From an optimization exercise on the open Yosys and OpenROAD flow, aimed at small area; shortcuts taken in it are not production practice.
In this exercise RTL edits were held to simulation tests only and were not proved equivalent to the original.
Power is estimated from default activity; no workload was simulated.

==> inputs of cedar <==
## cardinal_router_four_way
module cardinal_router_four_way (
	input  wire        clk,
	input  wire        reset,  
	output reg         polarity,  
	input  wire        upsi,  
	output wire        upri,  
	input  wire [63:0] updi,  
	input  wire        downsi,  
	output wire        downri,  
	input  wire [63:0] downdi,  
	input  wire        leftsi,  
	output wire        leftri,  
	input  wire [63:0] leftdi,  
	input  wire        rightsi,  
	output wire        rightri,  
	input  wire [63:0] rightdi,  
	input  wire        pesi,  
	output wire        peri,  
	input  wire [63:0] pedi,  
	output wire        upso,  
	input  wire        upro,  
	output reg  [63:0] updo,  
	output wire        downso,  
	input  wire        downro,  
	output reg  [63:0] downdo,  
	output wire        leftso,  
	input  wire        leftro,  
	output reg  [63:0] leftdo,  
	output wire        rightso,  
	input  wire        rightro,  
	output reg  [63:0] rightdo,  
	output wire        peso,  
	input  wire        pero,  
	output reg  [63:0] pedo   
);
export LEC_CHECK = 0
export CAP_MARGIN = 20
export CORE_MARGIN = 2
export CORE_UTILIZATION = 60
export PLACE_DENSITY = 0.7
export SLEW_MARGIN = 20
create_clock -name core_clock -period 6.0 [get_ports {clk}]
standard.sh (not shown) runs the stock make flow with config.mk's settings and CLKGATE_MAP_FILE= SYNTH_SCRIPT=/design/flow/synth_recipe.tcl, a recipe that flattens the netlist after the stock synthesis.
==> flow/flow/run.sh <==
#!/bin/bash
# Standard ORFS layout (the standard.sh) with three changes:
#  - synthesis is the standard script, except that ABC maps the logic
#    with an area-oriented script (flow/abc_area.script); registers are
#    mapped before ABC runs, so they are the standard synthesis's;
#  - the port buffers use the smallest buffer cell;
#  - clock tree synthesis uses clkbuf_4 with sink clusters of 10 and no
#    dummy loads.
set -euo pipefail
WD=$PWD
{
  echo "proc abc {args} {"
  echo "  set i [lsearch -exact \$args -script]"
  echo "  set args [lreplace \$args \$i [expr {\$i+1}] -script $WD/flow/abc_area.script]"
  echo "  puts \"flow: abc with $WD/flow/abc_area.script\""
  echo "  yosys abc {*}\$args"
  echo "}"
  cat synth_recipe.tcl
} > flow_synth.tcl
bash standard.sh \
  "SYNTH_SCRIPT=$WD/flow_synth.tcl" \
  "BUFFER_PORTS_ARGS=-buffer_cell sky130_fd_sc_hd__buf_1" \
  "CTS_ARGS=-sink_clustering_enable -repair_clock_nets -dont_use_dummy_load -buf_list sky130_fd_sc_hd__clkbuf_4 -sink_clustering_size 10 -sink_clustering_max_diameter 40" \
  finish > standard_flow.log 2>&1
==> flow/flow/abc_area.script <==
strash
dc2
dch -f
amap
==> garnet: changes against cedar <==
==> flow/run.sh (new file) <==
#!/bin/bash
# synth_recipe.tcl (not shown) runs the flow's synth.tcl, then flattens the netlist and writes it again
# the make line also repeats each setting of config.mk as NAME=value (left out here)
make -C /OpenROAD-flow-scripts/flow DESIGN_CONFIG=/design/flow/config.mk WORK_HOME=/design/flow/orfs CLKGATE_MAP_FILE= SYNTH_SCRIPT=/design/flow/synth_recipe.tcl finish
--- a/flow/config.mk
+++ b/flow/config.mk
@@ -8,5 +8,8 @@
 export CAP_MARGIN = 20
 export CORE_MARGIN = 2
-export CORE_UTILIZATION = 60
-export PLACE_DENSITY = 0.7
+export CORE_UTILIZATION = 45
+export CTS_BUF_LIST = sky130_fd_sc_hd__clkbuf_8
+export CTS_CLUSTER_DIAMETER = 50
+export CTS_CLUSTER_SIZE = 15
+export PLACE_DENSITY = 0.6
 export SLEW_MARGIN = 20
removed: flow/flow/run.sh
removed: flow/flow/abc_area.script
removed: flow/standard.sh
==> delta: changes against cedar <==
--- a/flow/flow/run.sh
+++ b/flow/flow/run.sh
@@ -5,5 +5,5 @@
 #    mapped before ABC runs, so they are the standard synthesis's;
 #  - the port buffers use the smallest buffer cell;
-#  - clock tree synthesis uses clkbuf_4 with sink clusters of 10 and no
+#  - clock tree synthesis uses clkbuf_8 with sink clusters of 15 and no
 #    dummy loads.
 set -euo pipefail
@@ -21,4 +21,4 @@
   "SYNTH_SCRIPT=$WD/flow_synth.tcl" \
   "BUFFER_PORTS_ARGS=-buffer_cell sky130_fd_sc_hd__buf_1" \
-  "CTS_ARGS=-sink_clustering_enable -repair_clock_nets -dont_use_dummy_load -buf_list sky130_fd_sc_hd__clkbuf_4 -sink_clustering_size 10 -sink_clustering_max_diameter 40" \
+  "CTS_ARGS=-sink_clustering_enable -repair_clock_nets -dont_use_dummy_load -buf_list sky130_fd_sc_hd__clkbuf_8 -sink_clustering_size 15 -sink_clustering_max_diameter 50" \
   finish > standard_flow.log 2>&1
--- a/flow/config.mk
+++ b/flow/config.mk
@@ -8,5 +8,5 @@
 export CAP_MARGIN = 20
 export CORE_MARGIN = 2
-export CORE_UTILIZATION = 60
-export PLACE_DENSITY = 0.7
+export CORE_UTILIZATION = 45
+export PLACE_DENSITY = 0.6
 export SLEW_MARGIN = 20
==> metrics.md <==
| Metric | Value |
|---|---|
| # H-tree levels | `4` |
| Status | `complete, no violations` |
| Cell variety after synth | `36` |
| Peak supply drop | `between 0.0002 and 0.0003 V` |
| Crit-path max FO | `36` |
| Buf/Inv on CP | `3` |
| WHS | `288 ps` |
| Root Driver | `clkbuf_4` |
| # Taps | `773` |
| Final Cell Area | `~40,000 µm²` |
| Top cells by count, synth | `1,263 x dfxtp_1, 312 x a22o_1, 282 x clkinv_1, 208 x nand2_1, 189 x o221ai_1` |
| Worst Hold End | `left_i[51]$_DFF_P_` |
| Post-Synth XOR/XNOR Area | `0.000490` |
| Core footprint | `between 50,000 and 60,000 µm²` |
| Minimum clock period | `~4500 ps` |
| Slew HR | `0.230` |
| Net Sw Power | `roughly 4.8 mW` |
The numbers above come from cedar.

==> metrics.md <==
| Metric | Value |
|---|---|
| Status | `complete, no violations` |
| Crit-path max FO | `between 40 and 50` |
| Post-Synth XOR/XNOR Area | `0.000490` |
| # H-tree levels | `3` |
| Net Sw Power | `4.86 mW` |
| Worst hold path class | `register to register` |
| Top cells by count, synth | `1,263 x dfxtp_1, 312 x a22o_1, 282 x clkinv_1, 208 x nand2_1, 189 x o221ai_1` |
| Final Cell Area | `roughly 42,000 µm²` |
| Peak supply drop | `between 0.0002 and 0.00025 V` |
| Cell count after placement | `about 4,500` |
| Buf/Inv on CP | `2` |
| Worst Hold End | `up_i[49]$_DFF_P_` |
| Minimum clock period | `between 4000 and 5000 ps` |
| Final setup viols | `0` |
| WHS | `319 ps` |
| # Taps | `~1,100` |
The numbers above come from delta.

==> metrics.md <==
| Metric | Value |
|---|---|
| Status | `complete, no violations` |
| Buf/Inv on CP | `2` |
| Minimum clock period | `roughly 4700 ps` |
| # Taps | `approximately 1,100` |
| Top cells by count, synth | `1,263 x dfxtp_1, 493 x nand2_1, 312 x mux2_2, 181 x a22oi_1, 173 x a222oi_1` |
| Root Driver | `clkbuf_8` |
| Core footprint | `83,200 µm²` |
| WHS | `336 ps` |
| Final Cell Area | `roughly 48,000 µm²` |
| Crit-path max FO | `56` |
| Peak supply drop | `roughly 0.00020 V` |
The numbers above come from garnet.

what the ideal ports hide:
No port has a modelled driver above. Below, the same layouts with a new extraction and two added sets of constraints. Step 1 sets driving cells, clkbuf_16 on the clock port and buf_2 on the other inputs (assumed; they add their load-dependent delay and slew). Step 2 adds t to the input delays and takes it off the output delays; t is the mean of the earliest and latest rising clock arrival at the registers after step 1. Input paths then give back, and output paths get back, about the clock's delay inside the block. Slacks: ideal / step 1 / step 2; pairs: ideal / step 1.
run	t, ns	slack for setup (ns)	worst hold slack (ns)	worst setup path after step 2
cedar	1.048	1.506 / 1.506 / 1.506	0.288 / 0.288 / 0.288	register to register
garnet	0.804	1.254 / 1.254 / 1.254	0.336 / 0.336 / 0.336	register to register
delta	0.806	1.475 / 1.475 / 1.475	0.319 / 0.319 / 0.319	register to register
After both steps setup and hold are still met in every run listed.
